From an optimization exercise on the open Yosys and OpenROAD flow, aimed at small area; shortcuts taken in it are not production practice. Function was checked by simulation only, so behaviour that the tests miss may differ from the original. Power and IR drop assume default switching activity.

Design rmii_axis_v1_0, start of the top module:
module rmii_axis_v1_0 #
  (
   parameter [7:0]  FPGA_IP_1 = 10,
   parameter [7:0]  FPGA_IP_2 = 0,
   parameter [7:0]  FPGA_IP_3 = 0,
   parameter [7:0]  FPGA_IP_4 = 240,
   parameter [7:0]  HOST_IP_1 = 10,
   parameter [7:0]  HOST_IP_2 = 0,
   parameter [7:0]  HOST_IP_3 = 0,
   parameter [7:0]  HOST_IP_4 = 10,
   parameter [15:0] FPGA_PORT = 17767,
   parameter [15:0] HOST_PORT = 17767,
   parameter [47:0] FPGA_MAC = 48'he86a64e7e830,
   parameter [47:0] HOST_MAC = 48'he86a64e7e829,
   parameter [15:0] HEADER_CHECKSUM = 16'h65b3,
   parameter	    CHECK_DESTINATION = 1
   )
   (
    input wire		aclk,
    input wire		aresetn,
    input wire		ETH_CRSDV,
    input wire [1:0]	ETH_RXD,
    output wire		ETH_TXEN,
    output wire [1:0]	ETH_TXD,
    output wire		m00_axis_tvalid,
    output wire [7 : 0]	m00_axis_tdata,
    output wire		m00_axis_tlast,
    output wire		s00_axis_tready,
    input wire [7 : 0]	s00_axis_tdata,
    input wire		s00_axis_tlast,
    input wire [11:0]	s00_axis_tuser,
    input wire		s00_axis_tvalid
    );
   localparam		HOST_IP = {HOST_IP_1,HOST_IP_2,HOST_IP_3,HOST_IP_4};
   localparam		FPGA_IP = {FPGA_IP_1,FPGA_IP_2,FPGA_IP_3,FPGA_IP_4};
   packet_gen
     #(
       .FPGA_MAC(FPGA_MAC),
       .HOST_MAC(HOST_MAC),
       .FPGA_IP(FPGA_IP),
       .HOST_IP(HOST_IP),
       .FPGA_PORT(FPGA_PORT),
       .HOST_PORT(HOST_PORT),
       .HEADER_CHECKSUM(HEADER_CHECKSUM)
       )
   packet_gen_i
     (
      .CLK(aclk),
      .RST(~aresetn),
      .S_AXIS_TDATA(s00_axis_tdata),
      .S_AXIS_TVALID(s00_axis_tvalid),
      .S_AXIS_TLAST(s00_axis_tlast),
      .S_AXIS_TREADY(s00_axis_tready),
      .S_AXIS_TUSER(s00_axis_tuser),
      .TX_EN(ETH_TXEN),
      .TXD(ETH_TXD)
      );
   packet_recv
     #(
       .FPGA_MAC(FPGA_MAC),
  ...
For scale: ~1,400 cells after synthesis, roughly 660 flip-flops, ~23,000 um^2 of cells after synthesis.
Settings: LEC_CHECK=0, CAP_MARGIN=20, CORE_MARGIN=2, CORE_UTILIZATION=75, SLEW_MARGIN=20; clock period 10.0 ns.
standard.sh (not shown) runs the stock make flow with config.mk's settings and CLKGATE_MAP_FILE= SYNTH_SCRIPT=/design/flow/synth_recipe.tcl, a recipe that flattens the netlist after the stock synthesis.
==> flow/flow/run.sh <==
#!/bin/bash
# The standard layout (standard.sh), with two changes to how it is made:
#  - ports are buffered with the smallest buffer instead of the default
#    clkdlybuf4s50_1 (every input and output port still gets a buffer);
#  - clock tree synthesis uses larger sink clusters of clkbuf_16 leaves and
#    no dummy loads.
# Synthesis, floorplan, power grid, tap cells, placement and routing are
# the standard flow's.  The make output goes to standard.log.
set -euo pipefail
export BUFFER_PORTS_ARGS="-buffer_cell sky130_fd_sc_hd__buf_1"
export CTS_ARGS="-sink_clustering_enable -repair_clock_nets -dont_use_dummy_load -buf_list sky130_fd_sc_hd__clkbuf_8 -sink_clustering_size 20 -sink_clustering_max_diameter 60"
bash standard.sh > standard.log 2>&1
==> next run, changes <==
--- a/flow/flow/run.sh
+++ b/flow/flow/run.sh
@@ -9,4 +9,4 @@
 set -euo pipefail
 export BUFFER_PORTS_ARGS="-buffer_cell sky130_fd_sc_hd__buf_1"
-export CTS_ARGS="-sink_clustering_enable -repair_clock_nets -dont_use_dummy_load -buf_list sky130_fd_sc_hd__clkbuf_8 -sink_clustering_size 20 -sink_clustering_max_diameter 60"
+export CTS_ARGS="-sink_clustering_enable -repair_clock_nets -dont_use_dummy_load -buf_list sky130_fd_sc_hd__clkbuf_16 -sink_clustering_size 36 -sink_clustering_max_diameter 50"
 bash standard.sh > standard.log 2>&1
Settings changed: CORE_UTILIZATION 75 to 65.
Result: The changed run ran to the end with no violations; worst setup slack got worse by 0.035 ns; global-route usage went down by 5.2 points; sequential share of layout area went down by 1.6 points; register-to-register slack improved by 0.05 ns; cell area went up by 2.2%; via count went down by 3.2%.


Starting RTL as in the previous note.
clock: 10.0 ns
lec_check: 0
cap_margin: 20
core_margin: 2
core_utilization: 65
cts_buf_list: sky130_fd_sc_hd__clkbuf_16
cts_cluster_diameter: 80
cts_cluster_size: 28
slew_margin: 20
run.sh (not shown) runs the stock make flow with config.mk's settings and CLKGATE_MAP_FILE= SYNTH_SCRIPT=/design/flow/synth_recipe.tcl, a recipe that flattens the netlist after the stock synthesis.
Stock flow here: none of the scripts above is used.
The baseline produced a clean layout.
Then changed:
==> flow/flow/run.sh (new file) <==
#!/bin/bash
# The standard layout (standard.sh), with two changes to how it is made:
#  - ports are buffered with the smallest buffer instead of the default
#    clkdlybuf4s50_1 (every input and output port still gets a buffer);
#  - clock tree synthesis uses larger sink clusters of clkbuf_16 leaves and
#    no dummy loads.
# Synthesis, floorplan, power grid, tap cells, placement and routing are
# the standard flow's.  The make output goes to standard.log.
set -euo pipefail
export BUFFER_PORTS_ARGS="-buffer_cell sky130_fd_sc_hd__buf_1"
export CTS_ARGS="-sink_clustering_enable -repair_clock_nets -dont_use_dummy_load -buf_list sky130_fd_sc_hd__clkbuf_16 -sink_clustering_size 30 -sink_clustering_max_diameter 80"
bash standard.sh > standard.log 2>&1
==> flow/standard.sh (new file) <==
#!/bin/bash
# synth_recipe.tcl (not shown) runs the flow's synth.tcl, then flattens the netlist and writes it again
# the make line also repeats each setting of config.mk as NAME=value (left out here)
make -C /OpenROAD-flow-scripts/flow DESIGN_CONFIG=/design/flow/config.mk WORK_HOME=/design/flow/orfs CLKGATE_MAP_FILE= SYNTH_SCRIPT=/design/flow/synth_recipe.tcl "${@:-finish}"
Settings changed: CTS_BUF_LIST sky130_fd_sc_hd__clkbuf_16 to default, CTS_CLUSTER_DIAMETER 80 to default, CTS_CLUSTER_SIZE 28 to default.
removed: flow/run.sh
=>
- The changed run ran to the end with no violations
- clock-buffer cell count went down by 2
- wire length goes down by 1.7%
- power goes down by 3.1%

port drivers added, routing unchanged:
No port has a modelled driver above. Below, the same layouts with a new extraction and two added sets of constraints.
Step 1 assumes that a clkbuf_16 drives the clock port and a buf_2 every other input.
Step 2 times the ports against the registers' clock, not the clock port: input delays grow and output delays shrink by t, the midpoint of the rising clock arrivals with the driver on.
Three values: no drivers, after step 1, after step 2; two values: the first two.
run | t, ns | setup WS [ns] | worst setup path after step 2
the first run of note 1 | 0.607 | 4.467 / 4.438 / 4.438 | input to output
the second run of note 1 | 0.577 | 4.432 / 4.406 / 4.406 | input to output
the first run of note 2 | 0.623 | 3.738 / 3.711 / 3.711 | input to output
the second run of note 2 | 0.601 | 4.430 / 4.403 / 4.403 | input to output
After both steps every run listed still meets setup and hold. The setup slack of the first run of note 1, which loses most, moves by -0.029 ns with the drivers and by -0.029 ns with both steps.
